What follows belongs to an exercise in optimizing a design on an open flow for small area, a short achievable clock period and few clock cycles per item; a production flow would make more cautious choices.
Function was checked by simulation only, so behaviour that the tests miss may differ from the original.

## flow/design.v

```verilog
module sha1_core (
  input               clk,
  input               rst_n,
  input               din_vld,  
  input       [31:0]  din,  
  input               use_prec_cv,  
  output  reg         busy,
  output  reg         dout_vld,  
  output      [159:0] dout  
  );
localparam  [31:0]  H0_INIT = 32'h67452301,
                    H1_INIT = 32'hefcdab89,
                    H2_INIT = 32'h98badcfe,
                    H3_INIT = 32'h10325476,
                    H4_INIT = 32'hc3d2e1f0;
reg       din_vld_d;
reg [6:0] cnt_w;
reg       w_busy;
reg [1:0] stage_cal;  
reg   [31:0]  w_reg [0:15];
wire  [31:0]  w_nxt_xor;
wire  [31:0]  w_nxt;
assign  w_nxt_xor = w_reg[13] ^ w_reg[8] ^ w_reg[2] ^ w_reg[0];
assign  w_nxt     = {w_nxt_xor[30:0], w_nxt_xor[31]};  
always @(posedge clk or negedge rst_n) begin
  if(~rst_n)
    cnt_w <=  'd0;
  else if(w_busy || din_vld) begin  
    if(cnt_w=='d79)
      cnt_w <=  'd0;
    else
      cnt_w <=  cnt_w + 1'b1;
  end
end
always @(posedge clk or negedge rst_n) begin
  if(~rst_n)
    w_busy  <=  1'b0;
  else if(din_vld)
    w_busy  <=  1'b1;
  else if(cnt_w=='d79)
    w_busy  <=  1'b0;
end
generate
  genvar  i;
  for(i=0; i<=15; i=i+1) begin: gen_w_reg
    always @(posedge clk) begin 
      if(i==15) begin
        if(din_vld)
          w_reg[i]  <=  din;
        else if(w_busy)
          w_reg[i]  <=  w_nxt;
      end else begin
          w_reg[i]  <=  w_reg[i+1];
      end
    end
  end
endgenerate
reg           a_e_busy;
reg           a_e_busy_d;
reg   [31:0]  h0, h1, h2, h3, h4;
reg   [31:0]  a_reg;
reg   [31:0]  b_reg;
reg   [31:0]  c_reg;
reg   [31:0]  d_reg;
reg   [31:0]  e_reg;
reg   [31:0]  f_temp;
reg   [31:0]  k_temp;
wire  [31:0]  a_nxt;
assign  a_nxt = {a_reg[26:0], a_reg[31:27]} + f_temp + e_reg + w_reg[15] + k_temp;
assign  dout  = {h0, h1, h2, h3, h4};
always @(posedge clk or negedge rst_n) begin
  if(~rst_n)
    din_vld_d <=  1'b0;
  else
    din_vld_d <=  din_vld;
end
always @(posedge clk or negedge rst_n) begin
  if(~rst_n)
    stage_cal <=  'd0;
  else if(din_vld && ~din_vld_d)  
    stage_cal <=  'd0;
  else if((cnt_w=='d20) || (cnt_w=='d40) || (cnt_w=='d60))
    stage_cal <=  stage_cal + 1'b1;
end
always @(*) begin
  case(stage_cal)
    2'd0: begin
      k_temp  = 32'h5A827999;
      f_temp  = (b_reg & c_reg) | ((~b_reg) & d_reg);
    end
    2'd1: begin
      k_temp  = 32'h6ED9EBA1;
      f_temp  = b_reg ^ c_reg ^ d_reg;
    end
    2'd2: begin
      k_temp  = 32'h8F1BBCDC;
      f_temp  = (b_reg & c_reg) | (b_reg & d_reg) | (c_reg & d_reg);
    end
    2'd3: begin
      k_temp  = 32'hCA62C1D6;
      f_temp  = b_reg ^ c_reg ^ d_reg;
    end
  endcase
end
always @(posedge clk or negedge rst_n) begin
  if(~rst_n) begin
    a_reg <=  H0_INIT;
    b_reg <=  H1_INIT;
    c_reg <=  H2_INIT;
    d_reg <=  H3_INIT;
    e_reg <=  H4_INIT;
  end else if(din_vld && (~din_vld_d)) begin  
    if(use_prec_cv) begin
      a_reg <=  h0;
      b_reg <=  h1;
      c_reg <=  h2;
      d_reg <=  h3;
      e_reg <=  h4;
    end else begin
      a_reg <=  H0_INIT;
      b_reg <=  H1_INIT;
      c_reg <=  H2_INIT;
      d_reg <=  H3_INIT;
      e_reg <=  H4_INIT;
    end
  end else if(a_e_busy) begin
    a_reg <=  a_nxt;
    b_reg <=  a_reg;
    c_reg <=  {b_reg[1:0], b_reg[31:2]};  
    d_reg <=  c_reg;
    e_reg <=  d_reg;
  end
end
always @(posedge clk or negedge rst_n) begin
  if(~rst_n) begin
    a_e_busy    <=  1'b0;
    a_e_busy_d  <=  1'b0;
  end else begin
    a_e_busy    <=  w_busy | din_vld;
    a_e_busy_d  <=  a_e_busy;
  end
end
always @(posedge clk or negedge rst_n) begin
  if(~rst_n) begin
    h0  <=  H0_INIT;
    h1  <=  H1_INIT;
    h2  <=  H2_INIT;
    h3  <=  H3_INIT;
    h4  <=  H4_INIT;
  end else if(din_vld && (!din_vld_d)) begin  
    if(~use_prec_cv) begin
      h0  <=  H0_INIT;
      h1  <=  H1_INIT;
      h2  <=  H2_INIT;
      h3  <=  H3_INIT;
      h4  <=  H4_INIT;
    end
  end else if((!a_e_busy) && a_e_busy_d) begin  
      h0  <=  h0 + a_reg;
      h1  <=  h1 + b_reg;
      h2  <=  h2 + c_reg;
      h3  <=  h3 + d_reg;
      h4  <=  h4 + e_reg;
  end
end
always @(posedge clk or negedge rst_n) begin
  if(~rst_n)
    dout_vld  <=  1'b0;
  else if((!a_e_busy) && a_e_busy_d)  
    dout_vld  <=  1'b1;
  else
    dout_vld  <=  1'b0;
end
always @(posedge clk or negedge rst_n) begin
  if(~rst_n)
    busy  <=  1'b0;
  else if(din_vld && (!din_vld_d))  
    busy  <=  1'b1;
  else if((!a_e_busy) && a_e_busy_d)  
    busy  <=  1'b0;
end
endmodule
```

## flow/config.mk

```make
export PLATFORM = sky130hd
export DESIGN_NAME = sha1_core
export DESIGN_NICKNAME = sha1_core
export VERILOG_FILES = /design/flow/design.v
export SDC_FILE = /design/flow/constraint.sdc
export NUM_CORES = 4
export LEC_CHECK = 0
export CAP_MARGIN = 20
export CORE_MARGIN = 2
export CORE_UTILIZATION = 40
export SLEW_MARGIN = 20
```

## flow/constraint.sdc

```tcl
create_clock -name core_clock -period 7.0 [get_ports {clk}]
set_input_delay 1.4000 -clock core_clock [delete_from_list [all_inputs] [get_ports {clk}]]
set_output_delay 1.4000 -clock core_clock [all_outputs]
set_load 0.01 [all_outputs]
```

## flow/run.sh

```bash
#!/bin/bash
# synth_recipe.tcl (not shown) runs the flow's synth.tcl, then flattens the netlist and writes it again
# the make line also repeats each setting of config.mk as NAME=value (left out here)
make -C /OpenROAD-flow-scripts/flow DESIGN_CONFIG=/design/flow/config.mk WORK_HOME=/design/flow/orfs CLKGATE_MAP_FILE= SYNTH_SCRIPT=/design/flow/synth_recipe.tcl finish
```

==> flow_summary.ini, run 1 <==
[status]
status = no timing/DRC/antenna violations

[critical_path]
crit_required_ns = 7.53
critPathMaxFanout = 9
cp-end-kind = flip-flop
worstPathArrival_ns = 7.05
r2r-start = stage_cal[1]
path_class = flip-flop to flip-flop
crit_path_start_kind = flip-flop
regToRegSetupSlack_ns = 0.48
r2r-end = a_reg[31]
reg2regPathDepth = 25

[clock_tree]
cts_tree = built
clkSinkCount = 847
clk_pin_slew_worst_paths_ns = 0.07
ctsResizeCount = 0
numCtsBuffers = 89
cts.htree.levels = 3
clk_latency_ns = 0.67
cts_buffer_depth = 3
cts_setup_buffers = 0
cts_root_buf = clkbuf_16
ctsHoldBuffers = 0

[yosys]
synth-xor-area-share_pct = 6.01
async_flop_share_pct = 39.6
synth_nets = 3922
synth_top_family_by_area = compound AO/OA/AOI/OAI gates
synth_compound_area_share_pct = 14.2
synth_mux_area_share_pct = 4.82
ys_seq_area_share_pct = 49.8
netlist_area_um2 = 38500
syn_inst = 3562
ys_ff_latch = 847
netlist-cell-type-count = 76
synth-warning-count = 2
synth-simple-area-share_pct = 8.34
synth_fa_ha_area_share_pct = 13.0
synth_flop_cell = dfxtp_1
synth-edff-count = 32
avgSynthCellArea_um2 = 10.8

[min_path]
holdPathStages = 0
hold_path.class = flip-flop to flip-flop
min-delay-start = w_reg[12][10]
min_to = w_reg[11][10]

[global_routing]
grt_pass1_vias = 26400
grt_max_degree = 138
grt_usage_pct = 22.6
antenna_found_initial = 1
grt-ovfl-total = 0
grt_pass1_wl_um = 168000

[floorplanning]
die_w_um = 314
num_rows = 113
die_h_um = 314
coreArea_um2 = 95200
start_util_pct = 40.4
dieArea_um2 = 98700
ios = 198

[timing]
maxSlewViolCount = 0
timing.fmax_mhz = 153
fin_ws_ns = 0.480
tns_ns = 0
tightest_slew_ns = 1.11
fin_crit_ns = 6.52
rsz0062_at_grt = false
relSlewSlack_pct = 26.1
finalSetupViolations = 0
finClkSkew_ns = 0.0334
finalCritPeriodShare_pct = 93.1
hold_viol = 0

[drt]
drt-initial-drc-count = 2127
drcViolationCount = 0
wl_um = 112000
vias = 26800
first_pass_iters = 6
postRouteAntennaNets = 0
wl_per_cell_um = 22.0
drt-vias-per-instance = 5.27

[finish]
fillers = 8790
fin_cells = 5094
syn_to_final_growth_pct = 16.6
largest_reg_flops = 512
final_net_count = 4112
stdcell_area_um2 = 44800
drive_gt1_share_pct = 10.4

[placement]
dp_cells = 4926
detailed_place.area_um2 = 41900
pre_cts_ws_ns = 0.582
gp_congestion = 0.950
portBuffers = 197
dpl.hpwl_um = 81700

[flow_run]
max_cap_viol_count = 0
==> routing by layer <==
layer | global-route usage, % | part of all wire (%)
met1 | 32.0 | 46
met2 | 34.6 | 44
met3 | 3.40 | 6.1
met4 | 9.37 | 4.1
met5 | 0 | 0
==> worst max-delay path: stages, from the launching register on <==
cell	delay, ns
dfrtp_1	0.42
inv_1	0.09
ha_1	0.34
nor2_1	0.23
inv_1	0.18
a221o_1	0.32
o21ai_0	0.14
fa_1	0.50
fa_1	0.55
fa_1	0.42
inv_1	0.07
ha_1	0.15
inv_1	0.06
fa_1	0.45
nor2b_1	0.13
o21a_1	0.14
o21ai_1	0.12
a211o_1	0.31
a311oi_1	0.61
a211oi_1	0.27
o21ai_1	0.27
a211o_1	0.19
a21oi_1	0.10
o21ai_1	0.17
xnor2_1	0.12
o21ai_0	0.08
==> area by class of cell <==
type	count	area, um^2	area share, %
tap	1265	1580	3.53
clock buffer	124	2500	5.58
antenna	2	5.00	0.0112
inverter	260	976	2.18
clock inverter	42	454	1.01
multi-input combinational	2322	17900	39.9
sequential	847	19200	42.7
timing repair buffer	232	2270	5.06
==> worst max-delay path by stage <==
| stage | startpoint | to | slack (ns) | depth (start not counted) |
|---|---|---|---|---|
| 6_report | stage_cal[1] | a_reg[31] | 0.48 | 25 |
| 5_1_grt | stage_cal[0] | a_reg[31] | 0.18 | 23 |
| 4_1_cts | stage_cal[0] | a_reg[31] | 0.59 | 23 |
| 3_5_place_dp | stage_cal[0] | a_reg[31] | 0.58 | 23 |
| 3_3_place_gp | stage_cal[1] | a_reg[31] | 0.66 | 25 |
| 2_1_floorplan | stage_cal[0] | a_reg[16] | 1.32 | 25 |
==> layout by cell type, fill, tap and decap left out, drive strengths merged, types with 12 or more instances in the layout <==
cell type      Yosys  final
nor3b             81     81
clkbuf           113    124
mux2              30     30
o21bai            26     26
o21a              24     24
edfxtp            32     32
a21o              94     94
a221o             29     29
clkdlybuf4s50      0    194
o31ai             12     12
nor2b             17     17
nand2            181    181
xnor2            192    192
a31oi             22     22
dfstp            160    160
a211oi            14     14
nor3              30     30
inv              260    268
fa               125    125
mux2i            151    151
ha               199    199
buf               20     38
clkinv             0     23
nand2b            39     39
o21ai            294    294
a21oi            311    311
dfxtp            480    480
xor2              72     72
nor2             137    137
nand3            103    103
dfrtp            175    175
==> synthesized netlist by cell type, types with 7 or more instances <==
| library cell | instances | area [um^2] |
|---|---|---|
| clkbuf_1 | 113 | 424 |
| nand2b_1 | 39 | 244 |
| nor2b_1 | 17 | 106 |
| nand4_1 | 9 | 56.3 |
| xor2_1 | 72 | 631 |
| dfstp_2 | 160 | 4200 |
| xnor2_1 | 192 | 1680 |
| a21oi_1 | 310 | 1550 |
| fa_1 | 125 | 2500 |
| edfxtp_1 | 32 | 961 |
| nand3b_1 | 9 | 67.6 |
| inv_1 | 260 | 976 |
| o31ai_1 | 11 | 82.6 |
| dfxtp_1 | 480 | 9610 |
| o21ai_1 | 25 | 125 |
| a221o_1 | 29 | 290 |
| mux2i_1 | 151 | 1510 |
| nand2_1 | 181 | 679 |
| buf_1 | 20 | 75.1 |
| and2_1 | 9 | 56.3 |
| a21o_1 | 94 | 706 |
| nor3b_1 | 81 | 608 |
| o21a_1 | 24 | 180 |
| a211oi_1 | 14 | 105 |
| mux2_2 | 29 | 327 |
| nor2_1 | 137 | 514 |
| a22o_1 | 8 | 70.1 |
| dfrtp_1 | 175 | 4380 |
| nor3_1 | 30 | 150 |
| ha_1 | 199 | 2490 |
| nand3_1 | 103 | 515 |
| a211o_1 | 8 | 70.1 |
| a31oi_1 | 21 | 131 |
| and3_1 | 7 | 43.8 |
| o21ai_0 | 268 | 1340 |
| o21bai_1 | 26 | 195 |
==> cells by family (layout without fill, tap and decap cells) <==
kind of cell    after synthesis  in the layout
compound gates              908            908
flops                       847            847
simple gates                645            645
buf+inv                     393            658
fa+ha+maj                   324            324
xor+xnor                    264            264
mux                         181            181
other cells                   0              2
==> metrics by stage <==
stage	utilization, %	hold WS [ns]
2_1_floorplan	-	0.310
3_3_place_gp	44.0	0.309
3_5_place_dp	44.0	0.312
4_1_cts	47.1	0.320
5_1_grt	47.1	0.328
6_report	47.1	0.318
Testbench counts, summed over its fixed seeds: cycles 20,992, blocks 256.
==> run 2: changes to the inputs <==
==> flow/design.v (replaced) <==
module sha1_core (
  input               clk,
  input               rst_n,
  input               din_vld,
  input       [31:0]  din,
  input               use_prec_cv,
  output  reg         busy,
  output  reg         dout_vld,
  output      [159:0] dout
  );
localparam  [31:0]  H0_INIT = 32'h67452301,
                    H1_INIT = 32'hefcdab89,
                    H2_INIT = 32'h98badcfe,
                    H3_INIT = 32'h10325476,
                    H4_INIT = 32'hc3d2e1f0;
localparam  [31:0]  K0 = 32'h5A827999,
                    K1 = 32'h6ED9EBA1,
                    K2 = 32'h8F1BBCDC,
                    K3 = 32'hCA62C1D6;
reg         active;
reg  [6:0]  cnt;
reg         hv;        
reg         upc;       
reg  [1:0]  fsel;      
reg  [1:0]  ksel;      
reg         last;      
reg         fin;       
wire start = din_vld & ~active;
always @(posedge clk or negedge rst_n) begin
  if (~rst_n) begin
    active   <= 1'b0;
    cnt      <= 7'd0;
    hv       <= 1'b0;
    busy     <= 1'b0;
    dout_vld <= 1'b0;
    fsel     <= 2'd0;
    ksel     <= 2'd0;
    last     <= 1'b0;
    fin      <= 1'b0;
  end else begin
    dout_vld <= fin;
    if (fin) hv <= 1'b1;
    if (start) begin
      active <= 1'b1;
      busy   <= 1'b1;
      cnt    <= 7'd1;
      fsel   <= 2'd0;
      ksel   <= 2'd0;
      last   <= 1'b0;
      fin    <= 1'b0;
    end else if (active) begin
      cnt  <= cnt + 7'd1;
      fsel <= (cnt >= 7'd60) ? 2'd3 : (cnt >= 7'd40) ? 2'd2 : (cnt >= 7'd20) ? 2'd1 : 2'd0;
      ksel <= (cnt >= 7'd59) ? 2'd3 : (cnt >= 7'd39) ? 2'd2 : (cnt >= 7'd19) ? 2'd1 : 2'd0;
      last <= (cnt == 7'd79);
      fin  <= (cnt == 7'd80);
      if (cnt == 7'd81) begin
        active <= 1'b0;
        busy   <= 1'b0;
      end
    end
  end
end
always @(posedge clk) begin
  if (start) upc <= use_prec_cv & hv;
end
reg  [31:0] w [0:15];
wire [31:0] wx   = w[13] ^ w[8] ^ w[2] ^ w[0];
wire [31:0] wnxt = {wx[30:0], wx[31]};
integer i;
always @(posedge clk) begin
  for (i = 0; i < 15; i = i + 1) w[i] <= w[i+1];
  w[15] <= din_vld ? din : wnxt;
end
reg  [31:0] a, b, c, d, e;    
reg  [31:0] h0, h1, h2, h3, h4;
wire        cvs = use_prec_cv & hv;
wire [31:0] cv0 = cvs ? h0 : H0_INIT;
wire [31:0] cv1 = cvs ? h1 : H1_INIT;
wire [31:0] cv2 = cvs ? h2 : H2_INIT;
wire [31:0] cv3 = cvs ? h3 : H3_INIT;
wire [31:0] cv4 = cvs ? h4 : H4_INIT;
reg  [31:0] f;
always @(*) begin
  case (fsel)
    2'd0:    f = (b & c) | (~b & d);
    2'd2:    f = (b & c) | (b & d) | (c & d);
    default: f = b ^ c ^ d;
  endcase
end
reg  [31:0] k;
always @(*) begin
  case (ksel)
    2'd0: k = K0;
    2'd1: k = K1;
    2'd2: k = K2;
    default: k = K3;
  endcase
end
wire [31:0] a_nxt = {a[26:0], a[31:27]} + f + e;
wire [31:0] ex    = start ? cv4 : d;
wire [31:0] ew    = last ? 32'd0 : (din_vld ? din : wnxt);
wire [31:0] ek    = last ? 32'd0 : (start ? K0 : k);
wire [31:0] e_nxt = ex + ew + ek;
always @(posedge clk) begin
  if (start) begin
    a <= cv0;
    b <= cv1;
    c <= cv2;
    d <= cv3;
  end else begin
    a <= a_nxt;
    b <= a;
    c <= {b[1:0], b[31:2]};
    d <= c;
  end
  e <= e_nxt;
end
wire [31:0] bs0 = upc ? h0 : H0_INIT;
wire [31:0] bs1 = upc ? h1 : H1_INIT;
wire [31:0] bs2 = upc ? h2 : H2_INIT;
wire [31:0] bs3 = upc ? h3 : H3_INIT;
wire [31:0] bs4 = upc ? h4 : H4_INIT;
always @(posedge clk) begin
  if (fin) begin
    h0 <= bs0 + a;
    h1 <= bs1 + b;
    h2 <= bs2 + c;
    h3 <= bs3 + d;
    h4 <= bs4 + e;
  end
end
assign dout = {h0, h1, h2, h3, h4};
endmodule
==> run 2 against run 1 <==
  * Still clean
  * First-iteration DRC count fell by 8.4%
  * Critical path depth fell by 7
  * Synthesized cell count decreased by 1.2%
  * Via count down 2.6%
  * Synthesized area decreased by 3.3%
  * Sequential share of layout area is 0.16 points higher
  * Maximum frequency up 18%
  * Largest cell class unchanged
==> flow_summary.ini, run 2 <==
[status]
status = no timing/DRC/antenna violations

[floorplanning]
die_w_um = 309
start_util_pct = 40.5
num_rows = 111
ios = 198
die_h_um = 309
dieArea_um2 = 95400
coreArea_um2 = 91900

[placement]
portBuffers = 197
pre_cts_ws_ns = 0.790
dpl.hpwl_um = 81300
gp_congestion = 0.922

[yosys]
yosysTopAreaCell = dfxtp_1
synth.top_cells.by_count = 672 x dfxtp_1, 287 x nand2_1, 245 x o21ai_0, 236 x a21oi_1, 228 x xnor2_1
synth_nets = 3880
syn_inst = 3518
yosysMostFrequentCell = dfxtp_1
netlist-cell-type-count = 85
ys_seq_area_share_pct = 50.3
synth_top_cells_by_area = dfxtp_1 36%, edfxtp_1 13%, ha_1 7.6%
netlist_area_um2 = 37200
async_flop_share_pct = 2.00
synth-edff-count = 161
avgSynthCellArea_um2 = 10.6
synth_flop_cell = dfxtp_1
synth-warning-count = 2
synth_top_area_share_pct = 36.2
ys_ff_latch = 850

[finish]
final_util_pct = 47.5
largest_reg_flops = 512
final_net_count = 4088
layout_common_cells = 672 x dfxtp_1, 285 x nand2_1, 245 x o21ai_0
multiInputGateArea_um2 = 17300
drive_gt1_share_pct = 4.97
layout.cells.most_common = dfxtp_1
n_antenna_cell = 0
syn_to_final_growth_pct = 17.3
fillers = 8635
register_area_um2 = 18700

[clock_tree]
cts_root_buf = clkbuf_16
clkSinkCount = 850
cts_tree = built
numCtsBuffers = 89
ctsResizeCount = 0
cts.htree.levels = 3
clk_pin_slew_worst_paths_ns = 0.07
cts_buffer_depth = 3
ctsHoldBuffers = 0
cts_setup_buffers = 0
clk_latency_ns = 0.67

[global_routing]
grt_max_degree = 164
antenna_found_initial = 3
grt_pass1_wl_um = 159000
grt_pass1_vias = 25500
grt_usage_pct = 22.2
grt-ovfl-total = 0

[timing]
relSlewSlack_pct = 28.4
timing.fmax_mhz = 181
tns_ns = 0
fin_crit_ns = 5.54
tightest_slew_ns = 1.07
maxSlewViolCount = 0
fin_ws_ns = 1.46
finalCritPeriodShare_pct = 79.1
finalSetupViolations = 0
finClkSkew_ns = 0.0366
hold_viol = 0
rsz0062_at_grt = false

[critical_path]
crit_required_ns = 7.58
crit_path_start_kind = primary input
crit_start = din_vld
slowest_stage = fa_1
r2r-start = active
critical_path.max_stage_delay_ns = 0.54
critPathMaxFanout = 24
path_cells = buf_2, nand2_4, clkinv_2, nor2_1, nand2_1, fa_1, inv_1, ha_1, fa_1, a211oi_1, o21ai_2, a21o_1, a211o_2, a22o_4, a2111oi_4, o31ai_2, a211oi_2, xnor2_1
cpMostUsedCell = fa_1
cp-end-kind = flip-flop
worstPathArrival_ns = 6.11
path_class = primary input to flip-flop

[drt]
first_pass_iters = 6
wl_per_cell_um = 21.1
drt-initial-drc-count = 1948
vias = 26100
wl_um = 106000
drt-vias-per-instance = 5.18
drcViolationCount = 0
postRouteAntennaNets = 0

[flow_run]
max_cap_viol_count = 0

[min_path]
hold_path.class = flip-flop to flip-flop
min-delay-start = w[1][10]
## run 2: changes by cell type in the layout (fill, tap and decap cells not counted), moves of 36 or more
cell      before  now
xnor2_1      192  228
a21oi_1      310  236
nand3_1      103   39
dfstp_2      160    0
and2_1         9   89
mux2i_1      151   32
edfxtp_1      32  161
dfxtp_1      480  672
nand2b_1      38  121
nor3b_1       81    0
dfrtp_1      174   14
inv_1        259  210
nand2_1      180  285
## run 2: cell families (layout without fill, tap and decap cells)
group	after synthesis	count (layout)	synth area share, %
AO/OA/AOI/OAI	880	880	15.1
XOR/XNOR	291	291	6.85
adder cells (fa/ha/maj)	327	327	13.0
buffers and inverters	311	595	3.17
flip-flops	850	850	50.3
multiplexers	32	32	0.861
AND/OR/NAND/NOR	827	827	10.7
## run 2: routing by layer
layer / share of wire (%) / wire length (um) / global-route usage (%) / vias up
met4: 2.9 / 3080 / 7.04 / 4
li1: - / - / - / 12600
met5: 0.016 / 17 / 0 / -
met3: 6.4 / 6830 / 4.31 / 156
met1: 44 / 47100 / 29.7 / 12500
met2: 46 / 49400 / 36.2 / 790
## run 2: final timing paths
check | cells after the start | end | slack, ns
max in group asynchronous | 1 | fin | 5.18
setup reg to reg | 18 | e[31] | 1.69
hold reg to reg | 0 | w[0][10] | 0.32
setup / recovery | 18 | e[31] | 1.46
hold / removal | 0 | w[0][10] | 0.32
min in group asynchronous | 1 | hv | 1.21
## run 2: area by class of cell
| cell class | count | area share, % |
|---|---|---|
| clock inverter | 31 | 1.06 |
| tap | 1243 | 3.56 |
| timing repair buffer | 216 | 4.86 |
| inverter | 212 | 1.83 |
| clock buffer | 136 | 6.09 |
| sequential | 850 | 42.9 |
| multi-input combinational | 2357 | 39.7 |
## run 2: worst max-delay path: cells and delay by family
kind / cells / cell delay, ns
simple gates: 3 / 0.82
compound gates: 8 / 1.95
fa+ha+maj: 3 / 1.25
buf+inv: 3 / 0.53
xor+xnor: 1 / 0.14
## run 2: stage by stage
step           instance area (um^2)  std cells  hold slack [ns]
5_1_grt                       43600       5045            0.324
4_1_cts                       43600       5045            0.315
2_1_floorplan                 37200       3518            0.310
6_report                      43600       5045            0.318
3_3_place_gp                  40500       4878            0.310
3_5_place_dp                  40500       4878            0.312
Testbench counts of run 2, summed over its fixed seeds: cycles 20,992, blocks 256.
==> run 3: changes to the inputs <==
==> flow/design.v (replaced) <==
module sha1_core (
  input               clk,
  input               rst_n,
  input               din_vld,
  input       [31:0]  din,
  input               use_prec_cv,
  output  reg         busy,
  output  reg         dout_vld,
  output      [159:0] dout
  );
localparam  [31:0]  H0_INIT = 32'h67452301,
                    H1_INIT = 32'hefcdab89,
                    H2_INIT = 32'h98badcfe,
                    H3_INIT = 32'h10325476,
                    H4_INIT = 32'hc3d2e1f0;
localparam  [31:0]  K0 = 32'h5A827999,
                    K1 = 32'h6ED9EBA1,
                    K2 = 32'h8F1BBCDC,
                    K3 = 32'hCA62C1D6;
reg         run;
reg  [6:0]  cnt;       
reg         ld;        
reg         hv;        
reg         upc;       
reg  [1:0]  fsel;      
reg  [1:0]  ksel;      
reg         drain;     
reg         unrot;     
wire start = din_vld & ~busy;
always @(posedge clk or negedge rst_n) begin
  if (~rst_n) begin
    run      <= 1'b0;
    cnt      <= 7'd0;
    ld       <= 1'b0;
    hv       <= 1'b0;
    busy     <= 1'b0;
    dout_vld <= 1'b0;
    fsel     <= 2'd0;
    ksel     <= 2'd0;
    drain    <= 1'b0;
    unrot    <= 1'b0;
  end else begin
    ld       <= start;
    dout_vld <= run & (cnt == 7'd84);
    if (start) busy <= 1'b1;
    else if (run & (cnt == 7'd83)) busy <= 1'b0;
    if (run & (cnt == 7'd79)) hv <= 1'b1;
    if (ld) begin
      run   <= 1'b1;
      cnt   <= 7'd1;
      fsel  <= 2'd0;
      drain <= 1'b0;
      unrot <= 1'b0;
    end else if (run) begin
      cnt   <= cnt + 7'd1;
      fsel  <= (cnt >= 7'd60) ? 2'd3 : (cnt >= 7'd40) ? 2'd2 : (cnt >= 7'd20) ? 2'd1 : 2'd0;
      ksel  <= (cnt >= 7'd59) ? 2'd3 : (cnt >= 7'd39) ? 2'd2 : (cnt >= 7'd19) ? 2'd1 : 2'd0;
      drain <= (cnt >= 7'd79) & (cnt <= 7'd83);
      unrot <= (cnt == 7'd80) | (cnt == 7'd81);
      if (cnt == 7'd84) run <= 1'b0;
    end
    if (start) ksel <= 2'd0;
  end
end
always @(posedge clk) begin
  if (start) upc <= use_prec_cv & hv;
end
reg  [31:0] w [0:15];
wire [31:0] wx   = w[13] ^ w[8] ^ w[2] ^ w[0];
wire [31:0] wnxt = {wx[30:0], wx[31]};
integer i;
always @(posedge clk) begin
  for (i = 0; i < 15; i = i + 1) w[i] <= w[i+1];
  w[15] <= din_vld ? din : wnxt;
end
reg  [31:0] h0, h1, h2, h3, h4;
reg  [31:0] a, b, c, d, e;    
wire [31:0] cv0 = upc ? h0 : H0_INIT;
wire [31:0] cv1 = upc ? h1 : H1_INIT;
wire [31:0] cv2 = upc ? h2 : H2_INIT;
wire [31:0] cv3 = upc ? h3 : H3_INIT;
wire [31:0] cv4 = upc ? h4 : H4_INIT;
reg  [31:0] ivs;
always @(*) begin
  case (cnt[2:0])
    3'd0:    ivs = H4_INIT;    
    3'd1:    ivs = H3_INIT;
    3'd2:    ivs = H2_INIT;
    3'd3:    ivs = H1_INIT;
    default: ivs = H0_INIT;    
  endcase
end
wire [31:0] base = upc ? h4 : ivs;
reg  [31:0] f;
always @(*) begin
  case (fsel)
    2'd0:    f = (b & c) | (~b & d);
    2'd2:    f = (b & c) | (b & d) | (c & d);
    default: f = b ^ c ^ d;
  endcase
end
reg  [31:0] k;
always @(*) begin
  case (ksel)
    2'd0: k = K0;
    2'd1: k = K1;
    2'd2: k = K2;
    default: k = K3;
  endcase
end
wire [31:0] a_nxt = {a[26:0], a[31:27]} + f + e;
wire [31:0] ex    = ld ? cv4 : d;
wire [31:0] ey    = drain ? base : w[15];
wire [31:0] ez    = drain ? 32'd0 : k;
wire [31:0] e_nxt = ex + ey + ez;
always @(posedge clk) begin
  if (ld) begin
    a <= cv0;
    b <= cv1;
    c <= cv2;
    d <= cv3;
  end else begin
    a <= a_nxt;
    b <= a;
    c <= unrot ? b : {b[1:0], b[31:2]};
    d <= c;
  end
  e <= e_nxt;
  if (drain) begin
    h0 <= e_nxt;
    h1 <= h0;
    h2 <= h1;
    h3 <= h2;
    h4 <= h3;
  end
end
assign dout = {h0, h1, h2, h3, h4};
endmodule
--- a/flow/config.mk
+++ b/flow/config.mk
@@ -5,7 +5,9 @@
 export SDC_FILE = /design/flow/constraint.sdc
 export NUM_CORES = 4
 export LEC_CHECK = 0
+export ABC_CLOCK_PERIOD_IN_PS = 3500
 export CAP_MARGIN = 20
 export CORE_MARGIN = 2
 export CORE_UTILIZATION = 40
+export SETUP_SLACK_MARGIN = 3.3
 export SLEW_MARGIN = 20
==> run 3 against run 2 <==
  * Core utilization increased by 4.9 points
  * Synthesized area decreased by 21%
  * Non-clock buffer count increased by 112
  * Clock skew decreased by 0.0079 ns
  * Routed wire length decreased by 24%
  * Maximum frequency increased by 36%
  * Synthesized cell count decreased by 31%
  * First-iteration DRC count decreased by 37%
  * Flip-flop and latch count increased by 1
  * Register-to-register slack improved by 1.2 ns
  * Critical path type is now flip-flop to flip-flop
  * Largest cell class unchanged
==> flow_summary.ini, run 3 <==
[yosys]
synth_flop_cell = dfxtp_1
netlist-cell-type-count = 73
ys_ff_latch = 851
synth-edff-count = 161
synth_top_area_share_pct = 45.6
synth-warning-count = 2
yosysTopAreaCell = dfxtp_1
ys_seq_area_share_pct = 63.5
syn_inst = 2417
async_flop_share_pct = 2.12
synth_nets = 2621
avgSynthCellArea_um2 = 12.2
yosysMostFrequentCell = dfxtp_1
netlist_area_um2 = 29500
synth.top_cells.by_count = 672 x dfxtp_1, 195 x nand2_1, 177 x o21ai_0, 161 x edfxtp_1, 155 x inv_1
synth_top_cells_by_area = dfxtp_1 46%, edfxtp_1 16%, fa_1 6.4%

[floorplanning]
die_h_um = 276
coreArea_um2 = 73000
start_util_pct = 40.4
dieArea_um2 = 75900
die_w_um = 276
ios = 198
num_rows = 99

[drt]
drcViolationCount = 0
drt-initial-drc-count = 1230
wl_per_cell_um = 21.3
postRouteAntennaNets = 0
vias = 19100
first_pass_iters = 5
wl_um = 80700
drt-vias-per-instance = 5.05

[timing]
maxSlewViolCount = 0
finalCritPeriodShare_pct = 58.3
tns_ns = 0
timing.hold.ws_ns = 0.316
fin_ws_ns = 2.92
relSlewSlack_pct = 35.6
hold_viol = 0
finalSetupViolations = 0
tightest_slew_ns = 0.964
finClkSkew_ns = 0.0287
timing.fmax_mhz = 245
fin_crit_ns = 4.08
rsz0062_at_grt = true

[finish]
stdcell_area_um2 = 38200
drive_gt1_share_pct = 19.1
final_util_pct = 52.4
syn_to_final_growth_pct = 29.5
layout.cells.most_common = dfxtp_1
final_net_count = 2954
fin_cells = 3781
layout_common_cells = 639 x dfxtp_1, 196 x clkdlybuf4s50_1, 186 x nand2_1
largest_reg_flops = 512

[critical_path]
crit_required_ns = 7.36
cp-end-kind = flip-flop
slowest_stage = fa_1
critPathMaxFanout = 5
critical_path.max_stage_delay_ns = 0.51
path_cells = inv_2, ha_4, nor3_4, nor3_4, nand2b_4, o21ai_4, buf_6, o2bb2ai_2, fa_1, ha_4, and3_4, and4bb_2, o31ai_4, buf_4, a21oi_4, o2111ai_4, a21oi_2, o211ai_1
path_class = flip-flop to flip-flop
worstPathArrival_ns = 4.45
crit_path_start_kind = flip-flop

[status]
status = no timing/DRC/antenna violations

[global_routing]
grt_usage_pct = 21.0
grt_pass1_wl_um = 119000
grt-ovfl-total = 0
grt_max_degree = 67
grt_pass1_vias = 19300
antenna_found_initial = 1

[clock_tree]
clkSinkCount = 851
cts_tree = built
numCtsBuffers = 85
clk_pin_slew_worst_paths_ns = 0.06
cts_buffer_depth = 3
clk_latency_ns = 0.65
cts_root_buf = clkbuf_16
cts.htree.levels = 3

[flow_run]
max_cap_viol_count = 0

[placement]
detailed_place.area_um2 = 32500
gp_congestion = 0.892
dp_cells = 3503
dpl.hpwl_um = 54100
portBuffers = 197
pre_cts_ws_ns = 1.49

[min_path]
hold_path.class = flip-flop to flip-flop
## run 3: worst max-delay path: cells and delay by family (launching register included)
family | cells | cell delay [ns]
adder cells (fa/ha/maj) | 3 | 1.01
AO/OA/AOI/OAI | 7 | 1.10
flip-flops | 1 | 0.42
AND/OR/NAND/NOR | 5 | 0.85
buffers and inverters | 3 | 0.41
## run 3: layout make-up
| type | count | area, um^2 |
|---|---|---|
| timing repair buffer | 328 | 3320 |
| sequential | 851 | 18800 |
| clock inverter | 36 | 532 |
| inverter | 156 | 609 |
| fill | 6139 | 34800 |
| antenna | 1 | 2.50 |
| multi-input combinational | 1328 | 11200 |
| clock buffer | 122 | 2510 |
| tap | 959 | 1200 |
## run 3: cell families (layout without fill, tap and decap cells)
kind of cell / after synthesis / count (layout) / synth area share (%)
AOI/OAI and AO/OA: 502 / 502 / 10.6
xor gates and xnor gates: 153 / 153 / 4.57
adders and majority gates: 168 / 168 / 9.55
buffers and inverters: 238 / 642 / 3.09
DFF: 851 / 851 / 63.5
muxes: 69 / 69 / 2.34
other: 0 / 1 / 0
and+or+nand+nor: 436 / 436 / 6.33
## run 3: final timing paths
path / from / end / slack (ns) / depth (start not counted)
min in group asynchronous: rst_n / ksel[0] / 1.29 / 1
max in group asynchronous: rst_n / fsel[0] / 5.00 / 1
setup reg to reg: cnt[0] / h0[31] / 2.92 / 18
hold reg to reg: w[5][29] / w[4][29] / 0.32 / 0
setup / recovery: cnt[0] / h0[31] / 2.92 / 18
hold / removal: w[5][29] / w[4][29] / 0.32 / 0
## run 3: timing repair
action                                  CTS  global route
resized for setup                       246           116
hold buffers                              0             0
setup buffers                            78            37
endpoints found under the setup margin   82            70
pin swaps                               102            79
cloned                                    1             3
## run 3: per-layer routing
metal / global-route usage, % / share of wire [%]
met1: 29.5 / 45
met2: 32.4 / 45
met3: 3.39 / 6.1
met4: 8.09 / 3.7
met5: 0 / 0
Testbench counts of run 3, summed over its fixed seeds: cycles 21,768, blocks 256.
==> run 4: changes to the inputs <==
--- a/flow/config.mk
+++ b/flow/config.mk
@@ -5,7 +5,6 @@
 export SDC_FILE = /design/flow/constraint.sdc
 export NUM_CORES = 4
 export LEC_CHECK = 0
-export ABC_CLOCK_PERIOD_IN_PS = 3500
 export CAP_MARGIN = 20
 export CORE_MARGIN = 2
 export CORE_UTILIZATION = 40
==> run 4 against run 3 <==
  * Still clean
  * Final cell count stayed put
  * Non-clock buffer count unchanged
  * Maximum frequency unchanged
  * Synthesized cell count is the same
  * Core utilization stayed put
==> flow_summary.ini, run 4 <==
[placement]
pre_cts_ws_ns = 1.49
dpl.hpwl_um = 54100
gp_congestion = 0.892
portBuffers = 197

[drt]
drt-initial-drc-count = 1230
drt-vias-per-instance = 5.05
wl_um = 80700
wl_per_cell_um = 21.3
drcViolationCount = 0
postRouteAntennaNets = 0
vias = 19100
first_pass_iters = 5

[critical_path]
path_cells = inv_2, ha_4, nor3_4, nor3_4, nand2b_4, o21ai_4, buf_6, o2bb2ai_2, fa_1, ha_4, and3_4, and4bb_2, o31ai_4, buf_4, a21oi_4, o2111ai_4, a21oi_2, o211ai_1
crit_family = compound AO/OA/AOI/OAI gates
reg2regPathDepth = 18
path_class = flip-flop to flip-flop
crit_required_ns = 7.36
crit_path_start_kind = flip-flop
critPathMaxFanout = 5
slowest_stage = fa_1
worstSetupPathDepth = 18
worstPathBufferInverterCount = 3
worstPathArrival_ns = 4.45
cp-end-kind = flip-flop
critical_path.max_stage_delay_ns = 0.51

[timing]
hold_viol = 0
finalCritPeriodShare_pct = 58.3
tightest_slew_ns = 0.964
finalSetupViolations = 0
timing.fmax_mhz = 245
relSlewSlack_pct = 35.6
tns_ns = 0
rsz0062_at_grt = true
fin_ws_ns = 2.92
fin_crit_ns = 4.08
finClkSkew_ns = 0.0287
maxSlewViolCount = 0

[clock_tree]
cts_buffer_depth = 3
cts_tree = built
cts_root_buf = clkbuf_16
ctsHoldBuffers = 0
clk_latency_ns = 0.65
numCtsBuffers = 85
clk_pin_slew_worst_paths_ns = 0.06
cts.htree.levels = 3
clkSinkCount = 851

[yosys]
netlist-cell-type-count = 73
ys_seq_area_share_pct = 63.5
synth_nets = 2621
async_flop_share_pct = 2.12
synth_top_cells_by_area = dfxtp_1 46%, edfxtp_1 16%, fa_1 6.4%
syn_inst = 2417
synth-edff-count = 161
ys_ff_latch = 851
avgSynthCellArea_um2 = 12.2
yosysMostFrequentCell = dfxtp_1
yosysTopAreaCell = dfxtp_1
synth_flop_cell = dfxtp_1
synth.top_cells.by_count = 672 x dfxtp_1, 195 x nand2_1, 177 x o21ai_0, 161 x edfxtp_1, 155 x inv_1
netlist_area_um2 = 29500
synth-warning-count = 2
synth_top_area_share_pct = 45.6

[min_path]
holdPathStages = 0
hold_path.class = flip-flop to flip-flop

[floorplanning]
num_rows = 99
ios = 198
coreArea_um2 = 73000
dieArea_um2 = 75900
die_w_um = 276
die_h_um = 276
start_util_pct = 40.4

[global_routing]
met3_usage_pct = 3.39
grt_pass1_vias = 19300
grt_usage_pct = 21.0
grt-ovfl-total = 0
grt_most_used_layer = met2
antenna_found_initial = 1
use_met1_pct = 29.5
grt_max_degree = 67
grt_pass1_wl_um = 119000
grt_use_met2_pct = 32.4

[finish]
syn_to_final_growth_pct = 29.5
drive_gt1_share_pct = 19.1
largest_reg_flops = 512
final_net_count = 2954
layout_common_cells = 639 x dfxtp_1, 196 x clkdlybuf4s50_1, 186 x nand2_1
fillers = 6139
layout.cells.most_common = dfxtp_1

[status]
status = no timing/DRC/antenna violations

[flow_run]
max_cap_viol_count = 0
## run 4: cell counts in the layout (fill, tap and decap cells not counted)
No cell type changed its count.
## run 4: kinds of logic (layout without fill, tap and decap cells)
| logic type | after synthesis | count (layout) | synth area share, % |
|---|---|---|---|
| and+or+nand+nor | 436 | 436 | 6.33 |
| adders and majority gates | 168 | 168 | 9.55 |
| muxes | 69 | 69 | 2.34 |
| AOI/OAI and AO/OA | 502 | 502 | 10.6 |
| DFF | 851 | 851 | 63.5 |
| xor gates and xnor gates | 153 | 153 | 4.57 |
| buffers and inverters | 238 | 642 | 3.09 |
| other | 0 | 1 | 0 |
## run 4: path summary, 6_finish.rpt
check | from | to | slack, ns
worst max-delay path | cnt[0] | h0[31] | 2.92
worst min-delay path | w[5][29] | w[4][29] | 0.32
worst max register to register | cnt[0] | h0[31] | 2.92
worst min register to register | w[5][29] | w[4][29] | 0.32
max in group asynchronous | rst_n | fsel[0] | 5.00
min in group asynchronous | rst_n | ksel[0] | 1.29
## run 4: cell type report
| class | count | area (um^2) | share of cell area, % |
|---|---|---|---|
| Sequential cell | 851 | 18800 | 49.3 |
| Multi-Input combinational cell | 1328 | 11200 | 29.3 |
| Timing Repair Buffer | 328 | 3320 | 8.69 |
| Clock buffer | 122 | 2510 | 6.57 |
| Tap cell | 959 | 1200 | 3.14 |
| Inverter | 156 | 609 | 1.60 |
| Clock inverter | 36 | 532 | 1.39 |
| Antenna cell | 1 | 2.50 | 0.00655 |
## run 4: layer usage
layer / up-vias / share of wire, % / wire length (um)
met5: - / 0 / 0
met2: 638 / 45 / 36200
li1: 8871 / - / -
met3: 157 / 6.1 / 4950
met1: 9433 / 45 / 36600
met4: 0 / 3.7 / 2950
## run 4: what timing repair did
item / in CTS / in global routing
gates cloned: 1 / 3
gates resized for setup: 246 / 116
setup endpoints to repair: 82 / 70
pin swaps: 102 / 79
setup buffers: 78 / 37
## run 4: per-stage QoR
| stage | util, % | instance area, um^2 | hold WS (ns) | std cells |
|---|---|---|---|---|
| after global routing | 52.4 | 38200 | 0.321 | 3780 |
| after floorplan | - | 29600 | 0.310 | 2417 |
| after global placement | 44.6 | 32500 | 0.310 | 3503 |
| after detailed placement | 44.6 | 32500 | 0.312 | 3503 |
| final | 52.4 | 38200 | 0.316 | 3781 |
| after CTS | 51.2 | 37400 | 0.308 | 3740 |
==> run 5: changes to the inputs <==
--- a/flow/config.mk
+++ b/flow/config.mk
@@ -8,5 +8,4 @@
 export CAP_MARGIN = 20
 export CORE_MARGIN = 2
 export CORE_UTILIZATION = 40
-export SETUP_SLACK_MARGIN = 3.3
 export SLEW_MARGIN = 20
==> run 5 against run 4 <==
  * Still clean on timing, DRC and antenna
  * Synthesized cell count unchanged
  * Hold slack improved by 0.0059 ns
  * First-iteration DRC count increased by 1.3%
  * Clock skew shrank 0.014 ns
  * Die area unchanged
  * Critical path type unchanged
==> flow_summary.ini, run 5 <==
[floorplanning]
die_h_um = 276
num_rows = 99
coreArea_um2 = 73000
dieArea_um2 = 75900
start_util_pct = 40.4
ios = 198
die_w_um = 276

[drt]
first_pass_iters = 5
vias = 18200
drcViolationCount = 0
drt-vias-per-instance = 4.97
drt-initial-drc-count = 1246
wl_per_cell_um = 20.4
wl_um = 74800
postRouteAntennaNets = 0

[clock_tree]
clkSinkCount = 851
ctsResizeCount = 0
numCtsBuffers = 84
clk_pin_slew_worst_paths_ns = 0.06
ctsHoldBuffers = 0
cts.htree.levels = 3
cts_root_buf = clkbuf_16
cts_buffer_depth = 3
cts_setup_buffers = 0
cts_tree = built
clk_latency_ns = 0.63

[timing]
hold_viol = 0
fin_crit_ns = 5.13
rsz0062_at_grt = false
timing.hold.ws_ns = 0.322
timing.fmax_mhz = 195
finalCritPeriodShare_pct = 73.3
finalSetupViolations = 0
tightest_slew_ns = 0.976
relSlewSlack_pct = 34.4
maxSlewViolCount = 0
tns_ns = 0
finClkSkew_ns = 0.0144

[yosys]
synth_top_cells_by_area = dfxtp_1 46%, edfxtp_1 16%, fa_1 6.4%
async_flop_share_pct = 2.12
ys_seq_area_share_pct = 63.5
netlist-cell-type-count = 73
synth_nets = 2621
avgSynthCellArea_um2 = 12.2
netlist_area_um2 = 29500
yosysTopAreaCell = dfxtp_1
yosysMostFrequentCell = dfxtp_1
synth.top_cells.by_count = 672 x dfxtp_1, 195 x nand2_1, 177 x o21ai_0, 161 x edfxtp_1, 155 x inv_1
synth_flop_cell = dfxtp_1
synth_top_area_share_pct = 45.6
synth-edff-count = 161
ys_ff_latch = 851
synth-warning-count = 2
syn_inst = 2417

[finish]
stdcell_area_um2 = 35400
final_util_pct = 48.5
layout.cells.most_common = dfxtp_1
final_net_count = 2838
largest_reg_flops = 512
syn_to_final_growth_pct = 19.9
layout_common_cells = 672 x dfxtp_1, 196 x clkdlybuf4s50_1, 194 x nand2_1
drive_gt1_share_pct = 7.06

[critical_path]
slowest_stage = dfrtp_4
regToRegSetupSlack_ns = 1.87
path_class = flip-flop to flip-flop
worstPathArrival_ns = 5.61
r2r-end = h0[17]
reg2regPathDepth = 14
critical_path.max_stage_delay_ns = 0.80
path_cells = inv_2, buf_4, a22o_1, fa_1, ha_1, fa_1, a211oi_1, nor2_1, o31ai_2, a21boi_0, o21ai_1, a21boi_0, or4_1, nand3_1
critPathMaxFanout = 57
crit_required_ns = 7.48
crit_path_start_kind = flip-flop
worstPathBufferInverterCount = 2
r2r-start = ld
cp-end-kind = flip-flop
crit_family = compound AO/OA/AOI/OAI gates

[placement]
gp_congestion = 0.917
detailed_place.area_um2 = 32500
portBuffers = 197
dpl.hpwl_um = 53900

[global_routing]
grt_use_met2_pct = 30.7
grt_usage_pct = 19.7
grt_most_used_layer = met2
grt-ovfl-total = 0
antenna_found_initial = 2
grt_pass1_wl_um = 112000
met3_usage_pct = 3.70
use_met1_pct = 27.2
grt_max_degree = 73
grt_pass1_vias = 18600

[status]
status = no timing/DRC/antenna violations

[min_path]
hold_path.class = flip-flop to flip-flop
min_to = w[5][19]
holdPathStages = 0
min-delay-start = w[6][19]

[flow_run]
max_cap_viol_count = 0
==> run 5: kinds of logic (layout without fill, tap and decap cells) <==
logic type,count (synthesis),in the layout,share of synthesized area (%)
AO/OA/AOI/OAI,502,502,10.6
buffers and inverters,238,525,3.09
adder cells (fa/ha/maj),168,168,9.55
AND/OR/NAND/NOR,436,436,6.33
multiplexers,69,69,2.34
flip-flops,851,851,63.5
other,0,2,0
XOR/XNOR,153,153,4.57
==> run 5: worst max-delay path by stage <==
stage,start,depth (start not counted),endpoint,slack [ns]
6_report,ld,14,h0[17],1.87
5_1_grt,cnt[0],18,h0[26],1.58
4_1_cts,cnt[0],18,h0[30],1.91
3_5_place_dp,cnt[0],18,h0[30],1.97
3_3_place_gp,cnt[2],13,h0[30],1.98
2_1_floorplan,drain,16,h0[17],1.26
==> run 5: routing by layer <==
| layer | wire length (um) | vias to the layer above |
|---|---|---|
| met5 | 15 | - |
| met2 | 33800 | 547 |
| li1 | - | 8621 |
| met1 | 34100 | 8925 |
| met3 | 4500 | 127 |
| met4 | 2440 | 2 |
==> run 5: worst register-to-register path: cells and delay by family, from the launching register on <==
kind	cells	cell delay (ns)
AO/OA/AOI/OAI	6	1.51
adder cells (fa/ha/maj)	3	1.08
buffers and inverters	2	0.89
flip-flops	1	0.80
AND/OR/NAND/NOR	3	0.69
==> run 5: final cells by class <==
class                      instances  area (um^2)
inverter                         156          586
fill                            6409        37600
clock buffer                     117         2470
sequential                       851        18700
timing repair buffer             213         2090
tap                              959         1200
multi-input combinational       1328         9860
clock inverter                    39          402
antenna                            2         5.00
==> run 5: per-stage QoR <==
stage               setup WS, ns  std cells
floorplan                   1.26       2417
global placement            1.98       3507
detailed placement          1.97       3507
CTS                         1.91       3663
global route                1.58       3663
finish                      1.87       3665

## port drivers added, routing unchanged
The results above use ideal ports. As a check the final layouts listed here were re-extracted and re-timed, cells and wires unchanged. Step 1 assumes that a clkbuf_16 drives the clock port and a buf_2 every other input. Step 2 also shifts input and output timing later by t, the mid clock arrival at the registers, as if the neighbouring blocks saw the same clock. Three values: ideal ports, drivers, drivers and shift; two values: the first two.
run	t (ns)	slack for setup (ns)	worst setup path at the end
run 1	0.716	0.480 / 0.480 / 0.480	register to register
run 2	0.722	1.465 / 1.512 / 0.791	input to register
run 3	0.693	2.917 / 2.917 / 2.917	register to register
run 4	0.693	2.917 / 2.917 / 2.917	register to register
run 5	0.681	1.870 / 1.870 / 1.870	register to register
After both steps setup and hold are still met in every run listed. For run 2, which loses most, drivers alone change the setup slack by +0.047 ns; drivers and shift together by -0.674 ns.
